From an optimization exercise on the open Yosys and OpenROAD flow, aimed at small area; shortcuts taken in it are not production practice. Only simulation tests tie the RTL to the original design; equivalence was not proved. Power is estimated from default activity; no workload was simulated.

**design/flow/config.mk**
```make
export PLATFORM = sky130hd
export DESIGN_NAME = pet_feeder
export DESIGN_NICKNAME = pet_feeder
export VERILOG_FILES = /design/flow/design.v
export SDC_FILE = /design/flow/constraint.sdc
export NUM_CORES = 4
export LEC_CHECK = 0
export CAP_MARGIN = 20
export CORE_MARGIN = 2
export CORE_UTILIZATION = 40
export SLEW_MARGIN = 20
```
**design/flow/constraint.sdc**
```tcl
create_clock -name core_clock -period 10.0 [get_ports {clk}]
set_input_delay 2.0000 -clock core_clock [delete_from_list [all_inputs] [get_ports {clk}]]
set_output_delay 2.0000 -clock core_clock [all_outputs]
set_load 0.01 [all_outputs]
```
**design/flow/design.v**
```verilog
module dec_7seg(hex_digit,seg);
input [3:0] hex_digit;
output [6:0] seg;
reg [6:0] seg;
always @ (hex_digit)
case (hex_digit)
		4'h0: seg = 7'b1000000;
		4'h1: seg = 7'b1111001; 	 
		4'h2: seg = 7'b0100100; 	 
		4'h3: seg = 7'b0110000; 	 
		4'h4: seg = 7'b0011001; 	 
		4'h5: seg = 7'b0010010; 	 
		4'h6: seg = 7'b0000010; 	 
		4'h7: seg = 7'b1111000; 	 
		4'h8: seg = 7'b0000000; 	 
		4'h9: seg = 7'b0011000; 	 
		4'ha: seg = 7'b1111111;
		4'hb: seg = 7'b1111111;
		4'hc: seg = 7'b1111111;
		4'hd: seg = 7'b1111111;
		4'he: seg = 7'b1111111;
		4'hf: seg = 7'b1111111;
endcase
endmodule
module display_time (hour2, hour1, minute2, minute1, second2, second1, HEX5, HEX4, HEX3, HEX2, HEX1, HEX0);
	input [3:0] hour2, hour1, minute2, minute1, second2, second1;
	output [6:0] HEX5, HEX4, HEX3, HEX2, HEX1, HEX0;
	dec_7seg h5 (hour2, HEX5);
	dec_7seg h4 (hour1, HEX4);
	dec_7seg h3 (minute2, HEX3);
	dec_7seg h2 (minute1, HEX2);
	dec_7seg h1 (second2, HEX1);
	dec_7seg h0 (second1, HEX0);
endmodule
module LCD_display_string(index,out,state_code);
input [4:0] index;
input [4:0] state_code;
output [7:0] out;
reg [7:0] out;
   always @*
     case (index)
	5'h00: case (state_code)
			 5'b10000: out = 8'h44; 
			 default: out = 8'h53; 
			 endcase
	5'h01: case (state_code)
			 5'b00000: out = 8'h74; 
			 5'b10000: out = 8'h6F; 
			 default: out = 8'h65; 
			 endcase
	5'h02: case (state_code)
			 5'b00000: out = 8'h61; 
			 5'b10000: out = 8'h6E; 
			 default: out = 8'h74; 
			 endcase
	5'h03: case (state_code)
			 5'b00000: out = 8'h72; 
			 5'b10000: out = 8'h65; 
			 default: out = 8'h20; 
			 endcase
	5'h04: case (state_code)
			 5'b00000: out = 8'h74; 
			 5'b00001: out = 8'h43; 
			 5'b00010: out = 8'h4D; 
			 5'b00100: out = 8'h54; 
			 5'b01000: out = 8'h53; 
			 5'b10000: out = 8'h20; 
			 default: out = 8'h20; 
			 endcase
	5'h05: case (state_code)
			 5'b00001: out = 8'h6C; 
			 5'b00010: out = 8'h65; 
			 5'b00100: out = 8'h69; 
			 5'b01000: out = 8'h69; 
			 default: out = 8'h20; 
			 endcase
	5'h06: case (state_code)
			 5'b00001: out = 8'h6F; 
			 5'b00010: out = 8'h61; 
			 5'b00100: out = 8'h6D; 
			 5'b01000: out = 8'h7A; 
			 default: out = 8'h20; 
			 endcase
	5'h07: case (state_code)
			 5'b00001: out = 8'h63; 
			 5'b00010: out = 8'h6C; 
			 5'b00100: out = 8'h65; 
			 5'b01000: out = 8'h65; 
			 default: out = 8'h20; 
			 endcase
	5'h08: case (state_code)
			 5'b00001: out = 8'h6B; 
			 default: out = 8'h20; 
			 endcase
	5'h10: out = 8'h50; 
	5'h11: out = 8'h72; 
	5'h12: out = 8'h65; 
	5'h13: out = 8'h73; 
	5'h14: out = 8'h73; 
	5'h15: out = 8'h20; 
	5'h16: out = 8'h4F; 
	5'h17: out = 8'h6B; 
	default: out = 8'h20;
   endcase
endmodule
module LCD_Display(iCLK_50MHZ, iRST_N, state_code, 
	LCD_RS,LCD_E,LCD_RW,DATA_BUS);
input iCLK_50MHZ, iRST_N;  
input [4:0] state_code;
output LCD_RS, LCD_E, LCD_RW;
output [7:0] DATA_BUS;
parameter
HOLD = 4'h0,
FUNC_SET = 4'h1,
DISPLAY_ON = 4'h2,
MODE_SET = 4'h3,
Print_String = 4'h4,
LINE2 = 4'h5,
RETURN_HOME = 4'h6,
DROP_LCD_E = 4'h7,
RESET1 = 4'h8,
RESET2 = 4'h9,
RESET3 = 4'ha,
DISPLAY_OFF = 4'hb,
DISPLAY_CLEAR = 4'hc;
parameter LCD_DIV = 20'h0003E;
reg [3:0] state, next_command;
reg [7:0] DATA_BUS_VALUE;
wire [7:0] Next_Char;
reg [19:0] CLK_COUNT_400HZ;
reg [4:0] CHAR_COUNT;
reg CLK_400HZ, LCD_RW_INT, LCD_E, LCD_RS;
assign DATA_BUS = DATA_BUS_VALUE;
wire LCD_STEP = (CLK_COUNT_400HZ >= LCD_DIV) & ~CLK_400HZ;
LCD_display_string u1(
.index(CHAR_COUNT),
.out(Next_Char),
.state_code(state_code));
assign LCD_RW = LCD_RW_INT;
always @(posedge iCLK_50MHZ)
	if (!iRST_N)
	begin
	   CLK_COUNT_400HZ <= 20'h00000;
	   CLK_400HZ <= 1'b0;
	end
	else if (CLK_COUNT_400HZ < LCD_DIV)
	begin
	   CLK_COUNT_400HZ <= CLK_COUNT_400HZ + 1'b1;
	end
	else
	begin
	  CLK_COUNT_400HZ <= 20'h00000;
	  CLK_400HZ <= ~CLK_400HZ;
	end
always @(posedge iCLK_50MHZ)
	if (!iRST_N)
	begin
	 state <= RESET1;
	 next_command <= HOLD;
	 LCD_E <= 1'b0;
	 LCD_RS <= 1'b0;
	 LCD_RW_INT <= 1'b0;
	 DATA_BUS_VALUE <= 8'h00;
	 CHAR_COUNT <= 5'b00000;
	end
	else if (LCD_STEP)
	case (state)
	RESET1:			
	begin
	  LCD_E <= 1'b1;
	  LCD_RS <= 1'b0;
	  LCD_RW_INT <= 1'b0;
	  DATA_BUS_VALUE <= 8'h38;
	  state <= DROP_LCD_E;
	  next_command <= RESET2;
	  CHAR_COUNT <= 5'b00000;
	end
	RESET2:
	begin
	  LCD_E <= 1'b1;
	  LCD_RS <= 1'b0;
	  LCD_RW_INT <= 1'b0;
	  DATA_BUS_VALUE <= 8'h38;
	  state <= DROP_LCD_E;
	  next_command <= RESET3;
	end
	RESET3:
	begin
	  LCD_E <= 1'b1;
	  LCD_RS <= 1'b0;
	  LCD_RW_INT <= 1'b0;
	  DATA_BUS_VALUE <= 8'h38;
	  state <= DROP_LCD_E;
	  next_command <= FUNC_SET;
	end
	FUNC_SET:
	begin
	  LCD_E <= 1'b1;
	  LCD_RS <= 1'b0;
	  LCD_RW_INT <= 1'b0;
	  DATA_BUS_VALUE <= 8'h38;
	  state <= DROP_LCD_E;
	  next_command <= DISPLAY_OFF;
	end
	DISPLAY_OFF:
	begin
	  LCD_E <= 1'b1;
	  LCD_RS <= 1'b0;
	  LCD_RW_INT <= 1'b0;
	  DATA_BUS_VALUE <= 8'h08;
	  state <= DROP_LCD_E;
	  next_command <= DISPLAY_CLEAR;
	end
	DISPLAY_CLEAR:
	begin
	  LCD_E <= 1'b1;
	  LCD_RS <= 1'b0;
	  LCD_RW_INT <= 1'b0;
	  DATA_BUS_VALUE <= 8'h01;
	  state <= DROP_LCD_E;
	  next_command <= DISPLAY_ON;
	end
	DISPLAY_ON:
	begin
	  LCD_E <= 1'b1;
	  LCD_RS <= 1'b0;
	  LCD_RW_INT <= 1'b0;
	  DATA_BUS_VALUE <= 8'h0C;
	  state <= DROP_LCD_E;
	  next_command <= MODE_SET;
	end
	MODE_SET:
	begin
	  LCD_E <= 1'b1;
	  LCD_RS <= 1'b0;
	  LCD_RW_INT <= 1'b0;
	  DATA_BUS_VALUE <= 8'h06;
	  state <= DROP_LCD_E;
	  next_command <= Print_String;
	end
	Print_String:
	begin
	  state <= DROP_LCD_E;
	  LCD_E <= 1'b1;
	  LCD_RS <= 1'b1;
	  LCD_RW_INT <= 1'b0;
	  if (Next_Char[7:4] != 4'h0)
		DATA_BUS_VALUE <= Next_Char;
	  else if (Next_Char[3:0] >9)
		 DATA_BUS_VALUE <= {4'h4,Next_Char[3:0]-4'h9};
	  else
		 DATA_BUS_VALUE <= {4'h3,Next_Char[3:0]};
	  if ((CHAR_COUNT < 31) && (Next_Char != 8'hFE))
	     CHAR_COUNT <= CHAR_COUNT + 1'b1;
	  else
	     CHAR_COUNT <= 5'b00000; 
	  if (CHAR_COUNT == 15)
	    next_command <= LINE2;
	  else if ((CHAR_COUNT == 31) || (Next_Char == 8'hFE))
	    next_command <= RETURN_HOME;
	  else
	    next_command <= Print_String;
	end
	LINE2:
	begin
	  LCD_E <= 1'b1;
	  LCD_RS <= 1'b0;
	  LCD_RW_INT <= 1'b0;
	  DATA_BUS_VALUE <= 8'hC0;
	  state <= DROP_LCD_E;
	  next_command <= Print_String;
	end
	RETURN_HOME:
	begin
	  LCD_E <= 1'b1;
	  LCD_RS <= 1'b0;
	  LCD_RW_INT <= 1'b0;
	  DATA_BUS_VALUE <= 8'h80;
	  state <= DROP_LCD_E;
	  next_command <= Print_String;
	end
	DROP_LCD_E:
	begin
	  LCD_E <= 1'b0;
	  state <= HOLD;
	end
	HOLD:
	begin
	  state <= next_command;
	end
	endcase
endmodule
module set_time (clk, rst_n, add, set_hour, set_minute, hour2, hour1, minute2, minute1, second2, second1);
	input clk, rst_n;
	input add, set_hour, set_minute;
	output reg [3:0] hour2, hour1, minute2, minute1;
	output [3:0] second2, second1;
	assign second2 = 4'd0;
	assign second1 = 4'd0;
	always @(posedge clk)
	begin
	if (~rst_n)
		begin
		hour2 <= 0; hour1 <= 0; minute2 <= 0; minute1 <= 0;
		end
	else if (add)
	begin
	if(set_minute & ~set_hour)
		begin
		minute1 <= minute1 + 1;
		if (minute1 > 8)
			begin
			minute2 <= minute2 + 1;
			minute1 <= 0;
			end
		if (minute2 > 5)
			minute2 <= 0;
		if((minute2 == 5)&(minute1 == 9))
			begin
			minute2 <= 0;
			minute1 <= 0;
			end
		end
	else if (~set_minute & set_hour)
		begin
		hour1 <= hour1 + 1;
			if (hour1 > 8)
				begin
				hour2 <= hour2 + 1;
				hour1 <= 0;
				end
		if (hour2 == 2)
			if (hour1 > 2)
				begin
				hour2 <= 0;
				hour1 <= 0;
				end
		end
	else ;
	end
	end
endmodule
module run_clock (clk, rst_n, nLoad, tick, hour2, hour1, minute2, minute1, second2, second1, 
						chour2, chour1, cminute2, cminute1, csecond2, csecond1);
	input clk, rst_n, tick, nLoad;
	input [3:0] hour2, hour1, minute2, minute1, second2, second1;
	output reg [3:0] chour2, chour1, cminute2, cminute1, csecond2, csecond1;
	always @ (posedge clk)
	begin
	if (~rst_n)
	begin
		chour2 <= 0; chour1 <= 0; cminute2 <= 0; cminute1 <= 0; csecond2 <= 0; csecond1 <= 0;
	end
	else if (~nLoad)
	begin
		chour2 <= hour2; chour1 <= hour1; cminute2 <= minute2; cminute1 <= minute1; csecond2 <= second2; csecond1 <= second1;
	end
	else if (tick)
	begin
	csecond1 <= csecond1 + 1;
	if (csecond1 > 8)
		begin
		csecond2 <= csecond2 + 1;
		csecond1 <= 0;
		end
	if ((csecond2 == 5)&(csecond1 == 9))
		begin
		cminute1 <= cminute1 + 1;
		csecond2 <= 0;
		csecond1 <= 0;
		end
	if ((cminute2 < 5) & (cminute1 == 9) & (csecond2 == 5) & (csecond1 == 9))
		begin
		cminute2 <= cminute2 + 1;
		cminute1 <= 0;
		end
	if ((cminute2 == 5)&(cminute1 == 9)&(csecond2 == 5)&(csecond1 == 9))
		begin
		chour1 <= chour1 + 1;
		cminute2 <= 0;
		cminute1 <= 0;
		end
	if ((chour2 < 2) & (chour1 == 9) & (cminute2 == 5) & (cminute1 == 9) & (csecond2 == 5) & (csecond1 == 9))
			begin
			chour2 <= chour2 + 1;
			chour1 <= 0;
			end
	if ((chour2 == 2)&(chour1 == 3)&(cminute2 == 5)&(cminute1 == 9)&(csecond2==5)&(csecond1==9))
		begin
		chour2 <= 0;
		chour1 <= 0;
		end
	end
	end
endmodule
module executer (
	input Clk, rst_n, nLoad,
	input [31:0] delay, PulseAngleRot,
	input [3:0] shour2, shour1, sminute2, sminute1, ssecond2, ssecond1, 
	input [3:0] chour2, chour1, cminute2, cminute1, csecond2, csecond1,
	output reg ME, MT1, MT2);
	reg [3:0] thour2, thour1, tminute2, tminute1, tsecond2, tsecond1; 
	reg [31:0] count;
	reg active;
	always @ (posedge Clk)
	begin
	if (~rst_n)
	begin
		thour2 <= 3; thour1 <= 0; tminute2 <= 0; tminute1 <= 0; tsecond2 <= 0; tsecond1 <= 0;
		count <= 0; active <= 0;
		ME <= 0; MT1 <= 0; MT2 <= 0;
	end
	else if (~nLoad)
	begin
		thour2 <= shour2; thour1 <= shour1; tminute2 <= sminute2; tminute1 <= sminute1; tsecond2 <= ssecond2; tsecond1 <= ssecond1;
	end
	else
	begin
	if((thour2 == chour2)&(thour1 == chour1)&(tminute2 == cminute2)&(tminute1 == cminute1)&(tsecond2 == csecond2)&(tsecond1 == csecond1))
		active <= 1;
	if(active)
		begin
		count <= count + 1;
		if (count < PulseAngleRot) begin
			ME <= 1; MT1 <= 1; MT2 <= 0;
			end
		if((count >= PulseAngleRot) & (count < (PulseAngleRot + delay))) begin
			ME <= 0; MT1 <= 0; MT2 <= 0;
			end
		if((count >= (PulseAngleRot + delay)) & (count <(PulseAngleRot + delay + (PulseAngleRot + 700) ))) begin
			ME <= 1; MT1 <= 0; MT2 <= 1;
			end
		if(count >= (PulseAngleRot + delay + (PulseAngleRot + 700))) begin
			ME <= 0; MT1 <= 0; MT2 <= 0;
			count <= 0; 
			active <= 0;
			end
		end
	end
	end
endmodule
module pet_feeder (
	input clk,
	input rst_n,
	input tick,
	input [3:0] KEY,
	input [3:0] SW,
	output [4:0] LED_STATE,
	output ME, MT1, MT2,
	output [6:0] HEX5,HEX4,HEX3,HEX2,HEX1,HEX0,
   output LCD_RW,
   output LCD_EN,
   output LCD_RS,
   output [7:0] LCD_DATA
	);
	parameter [31:0] PULSE_ANGLE_ROT = 32'd2333;
	parameter [31:0] DELAY_SHORT = 32'd100000;
	parameter [31:0] DELAY_LONG = 32'd250000;
	reg [3:0] KEY_Q;
	always @(posedge clk)
		if (~rst_n) KEY_Q <= 4'b1111;
		else KEY_Q <= KEY;
	wire [3:0] KEY_REL = KEY & ~KEY_Q;
	reg [4:0] STATE;
	LCD_Display u1(
   .iCLK_50MHZ(clk),
   .iRST_N(rst_n),
   .state_code(STATE),
   .DATA_BUS(LCD_DATA),
   .LCD_RW(LCD_RW),
   .LCD_E(LCD_EN),
   .LCD_RS(LCD_RS)
	);
	wire O;
	assign O = KEY_REL[0];
	parameter [4:0] A = 5'b00000, B = 5'b00001,
						  C = 5'b00010, D = 5'b00100,
	 					  E = 5'b01000, F = 5'b10000;
	assign LED_STATE = STATE;
	always @(posedge clk)
		if (~rst_n) STATE <= A;
		else
		case(STATE)
			A: 
				if(O) STATE<=B;
				else STATE<=A;
			B: 
				if(O) STATE<=C;
				else STATE<=B;
			C: 
				if(O) STATE<=D;
				else STATE<=C;
			D: 
				if(O) STATE<=E;
				else STATE<=D;
			E: 
				if(O) STATE<=F;
				else STATE<=E;
			F: 
				if(O) STATE<=A;
				else STATE<=F;
		default: STATE<=A;
		endcase
	wire 
	RExe = KEY[3], Add = KEY_REL[1], RClk = KEY[2], SDispl = SW[0];
	wire [3:0] hour2, hour1, minute2, minute1, second2, second1; 
	wire [3:0] chour2, chour1, cminute2, cminute1, csecond2, csecond1; 
	wire [3:0] mhour2, mhour1, mminute2, mminute1, msecond2, msecond1; 
	reg [3:0] dhour2, dhour1, dminute2, dminute1, dsecond2, dsecond1; 
	set_time s0 (clk, rst_n, Add, SW[2]&(STATE[0]|STATE[2]), SW[1]&(STATE[0]|STATE[2]), hour2, hour1, minute2, minute1, second2, second1);
	set_time s1 (clk, rst_n, Add, SW[2]&STATE[1], SW[1]&STATE[1], mhour2, mhour1, mminute2, mminute1, msecond2, msecond1);
	run_clock rclk0 (clk, rst_n, RClk, tick, hour2, hour1, minute2, minute1, second2, second1, chour2, chour1, cminute2, cminute1, csecond2, csecond1);
	wire [31:0] delay;
	assign delay = SW[3] ? DELAY_LONG : DELAY_SHORT;
	executer e0 (clk, rst_n, RExe, delay, PULSE_ANGLE_ROT, 
	mhour2, mhour1, mminute2, mminute1, msecond2, msecond1, 
	chour2, chour1, cminute2, cminute1, csecond2, csecond1,
	ME, MT1, MT2);
	always @ (*)
	if (~SDispl)
		begin
		dhour2 = hour2; dhour1 = hour1; dminute2 = minute2; dminute1 = minute1; dsecond2 = second2; dsecond1 = second1;
		end
	else
		begin
		dhour2 = chour2; dhour1 = chour1; dminute2 = cminute2; dminute1 = cminute1; dsecond2 = csecond2; dsecond1 = csecond1;
		end
	display_time d0 (dhour2, dhour1, dminute2, dminute1, dsecond2, dsecond1, HEX5,HEX4,HEX3,HEX2,HEX1,HEX0);
endmodule
```
**design/flow/run.sh**
```bash
#!/bin/bash
# synth_recipe.tcl (not shown) runs the flow's synth.tcl, then flattens the netlist and writes it again
# the make line also repeats each setting of config.mk as NAME=value (left out here)
make -C /OpenROAD-flow-scripts/flow DESIGN_CONFIG=/design/flow/config.mk WORK_HOME=/design/flow/orfs CLKGATE_MAP_FILE= SYNTH_SCRIPT=/design/flow/synth_recipe.tcl finish
```
==> summary.txt <==
Yosys
  • Synthesized area: 10300 µm²
  • #FFs+latches synth: 159
  • Mean post-synth cell area: 7.82 µm²
  • Yosys warning total: 7
  • Synth cell types: 75
  • Cells after Synth: 1318
  • FFs w/ async S/R, synth: 0%
  • Sequential area share after synthesis: 30.9%
  • Main synth FF type: dfxtp_1
  • Post-synth EDFFs: 0

Final layout
  • # fillers: 2522
  • Layout cell share with drive strength beyond 1: 4.91%
  • Fin cells: 1694
  • Number of diodes: 0
  • Syn-to-layout area delta: 15.5%
  • Net count reported at finish: 1449

Setup path
  • Top delay family on crit path: buffers and inverters
  • Slowest stage delay, CP: 0.64 ns
  • Crit-path cells: buf_2, inv_1, a21boi_1, inv_1, ha_1, nor3_1, a21oi_1, clkdlybuf4s50_1
  • Required @ worst endpoint: 8.00 ns
  • Crit Path Category: in2out
  • Worst EP arrival: 4.99 ns
  • Slowest cell on crit path: a21boi_1
  • WP buf/inv: 4
  • Reg2reg path depth: 6
  • Crit path max fanout: 43
  • CP endpoint kind: output port
  • Stages on the worst setup path: 8
  • Worst Setup Start Kind: input pin
  • Cell mode on critical path: inv_1

GRT
  • GRT Total Usage: 18.6%
  • Vias in the first global route: 8392
  • Grt ovf: 0
  • Initial antenna violation count: 0
  • First-pass GRT wire length: 41.5 mm
  • Largest net degree at the start of global routing: 44

Pwr
  • Final Power: 1.57 mW
  • Gate power share: 8.9%
  • Switching Share: 24.7%
  • Sw Pwr: 0.388 mW
  • Pleak: 4.76 nW
  • Worst vdd ir: 0.108 mV
  • Pwr dens: 132 nW/µm²
  • P_int: 1.19 mW
  • Sequential power share: 42.4%
  • Clk pwr share: 48.7%

Placement
  • I/O Buffers: 70
  • Placed Cells: 1662
  • GP Congestion: 0.846
  • Pre-CTS setup slack: 2.98 ns
  • Detailed Place HPWL: 17.7 mm

STA
  • Rel. slew slack: 32.3%
  • FMAX: 0.143 GHz
  • Fin crit share: 69.9%
  • Hold slack: 0.466 ns
  • Final Skew: 0.00912 ns
  • Setup TNS: 0 ns
  • Final setup margin: 3.01 ns
  • Final setup fails: 0
  • Final hold violations: 0
  • Max Slew Vio Count: 0
  • Minimum clock period: 6.99 ns
  • Worst-Margin Slew: 1.00 ns
  • RSZ-0062 raised after global routing: no

Clock tree
  • Post-CTS Setup Bufs: 0
  • Clock sinks: 159
  • Root buffer cell: clkbuf_16
  • # resized after CTS: 0
  • CTS clock-pin slew for the worst setup and hold paths: 0.07 ns
  • Hold bufs inserted after CTS: 0
  • CTS buffer count: 17
  • CTS tree: built
  • Clock tree buffer depth: 2
  • Worst skew pair latency: 0.43 ns
  • Htree depth: 4

Die
  • Cell Rows: 58
  • Initial Util: 40.8%
  • Die Y: 165 µm
  • Top Ports: 72
  • Area of the core: 25300 µm²
  • Die area: 27100 µm²
  • Die width: 165 µm

Drt
  • DR DRC count: 0
  • Drt initial violations: 588
  • Drt wl/cell: 14.6 µm
  • Drt pass-1 iters: 7
  • Final ANT Viol Nets: 0
  • DR vias/cell: 5.42
  • Final WL: 24.7 mm
  • Via count: 9184

Worst hold path
  • HP Class: reg2reg
  • Hold Path Stages: 2

Flow run
  • Max cap viols: 0

Status
  • Status: complete, no violations
-- placed cells by master, fill, tap and decap left out, drive strengths merged, types with 6 or more instances in the layout --
cell and count:
and2 14, mux2i 28, or3 6, nand3 38, nor3 45, dfxtp 159
a31o 6, xnor2 30, o211ai 6, nor2 169, a211oi 15, ha 87
a31oi 19, nor4 14, o21ai 89, conb 14, nand2b 12, nand4 21
nor3b 8, a311oi 6, o21a 8, clkbuf 17, a221oi 7, nand2 121
xor2 32, clkdlybuf4s50 68, inv 75, bufinv 6, a22oi 13, a21boi 11
buf 10, nor2b 21, and3 17, or4 8, o22ai 9, a21oi 64
-- logic make-up after synthesis --
kind of cell               Yosys count  share of synthesized area [%]
other                                1                         0.0364
and+or+nand+nor                    526                           25.0
adders and majority gates           87                           10.6
xor gates and xnor gates            62                           5.27
buffers and inverters              145                           5.48
AOI/OAI and AO/OA                  306                           19.6
muxes                               32                           3.16
DFF                                159                           30.9
-- power groups by stage --
| stage | logic, mW | clock network (mW) | registers (mW) |
|---|---|---|---|
| after global routing | 0.157 | 0.814 | 0.670 |
| after CTS | 0.141 | 0.785 | 0.667 |
| after global placement | 0.139 | 0 | 0.682 |
| after floorplan | 0.0998 | 0 | 0.673 |
| after detailed placement | 0.140 | 0 | 0.682 |
| final | 0.140 | 0.767 | 0.668 |
-- cells in the mapped netlist (all sizes together), types with 18 or more instances --
library cell / number / area [µm²]
xor2: 32 / 280
nand4: 21 / 131
nor2: 169 / 634
a21oi: 64 / 320
nor3: 45 / 236
inv: 67 / 251
nor2b: 21 / 131
o21ai: 89 / 445
dfxtp: 159 / 3180
a31oi: 19 / 134
xnor2: 30 / 263
mux2i: 28 / 280
clkbuf: 59 / 221
nand3: 38 / 190
buf: 18 / 87.6
ha: 87 / 1090
nand2: 121 / 454
-- tightest hold or removal path, delay by kind of cell, from the launching register on --
family | cells | cell delay (ns)
flops | 1 | 0.33
simple gates | 1 | 0.05
compound gates | 1 | 0.05
-- sequential cells by signal, indices dropped and copies added (netlist names), 5 cells and up --
name and count:
u1.CHAR_COUNT 5, u1.CLK_COUNT_400HZ 20, u1.DATA_BUS_VALUE 8, e0.count 32
STATE 5
-- through the flow --
stage	cell area [µm²]	util (%)
3_5_place_dp	11200	44.4
4_1_cts	11900	47.1
5_1_grt	11900	47.1
6_report	11900	47.1
3_3_place_gp	11200	44.4
2_1_floorplan	10400	-
-- metal layers --
metal  share of wire [%]  wire length [µm]  GRT usage [%]  vias up
met5                   0                 0              0        -
met4                 1.4               340           5.06        0
met3                 4.2              1030           3.14       25
met2                  46             11300           30.2      221
met1                  49             12000           25.5     4206
li1                    -                 -              -     4732
-- final timing paths --
check	from	endpoint	slack, ns
min reg2reg	e0.MT2	e0.MT2	0.47
max	SW[0]	HEX5[6]	3.01
max reg2reg	rclk0.csecond2[2]	rclk0.chour2[2]	7.40
min	e0.MT2	e0.MT2	0.47
-- cell type report --
type	count	area, µm²	share of cell area (%)
repair buffers	78	751	6.31
flip-flops and latches	159	3180	26.7
clock inverters	15	267	2.24
multi-input cells	1027	6610	55.5
well taps	330	413	3.47
clock buffers	17	425	3.57
inverters	68	255	2.14

port drivers added, routing unchanged:
How much do the figures lean on ideal ports? The routed layout below was timed once more, with nothing changed but the port constraints. Step 1 sets driving cells, clkbuf_16 on the clock port and buf_2 on the other inputs (assumed; they add their load-dependent delay and slew). Step 2 adds t to the input delays and takes it off the output delays; t is the mean of the earliest and latest rising clock arrival at the registers after step 1. Input paths then give back, and output paths get back, about the clock's delay inside the block. a / b / c = no drivers / after step 1 / after step 2; a / b = the first two.
shift t [ns]: 0.469
slack for setup (ns): 3.007 / 2.978 / 2.978
hold WS [ns]: 0.466 / 0.466 / 0.466
worst data-port slew with drivers (ns): 0.04
After both steps this run still meets setup and hold. For this run, drivers alone change the setup slack by -0.029 ns; drivers and shift together by -0.029 ns.
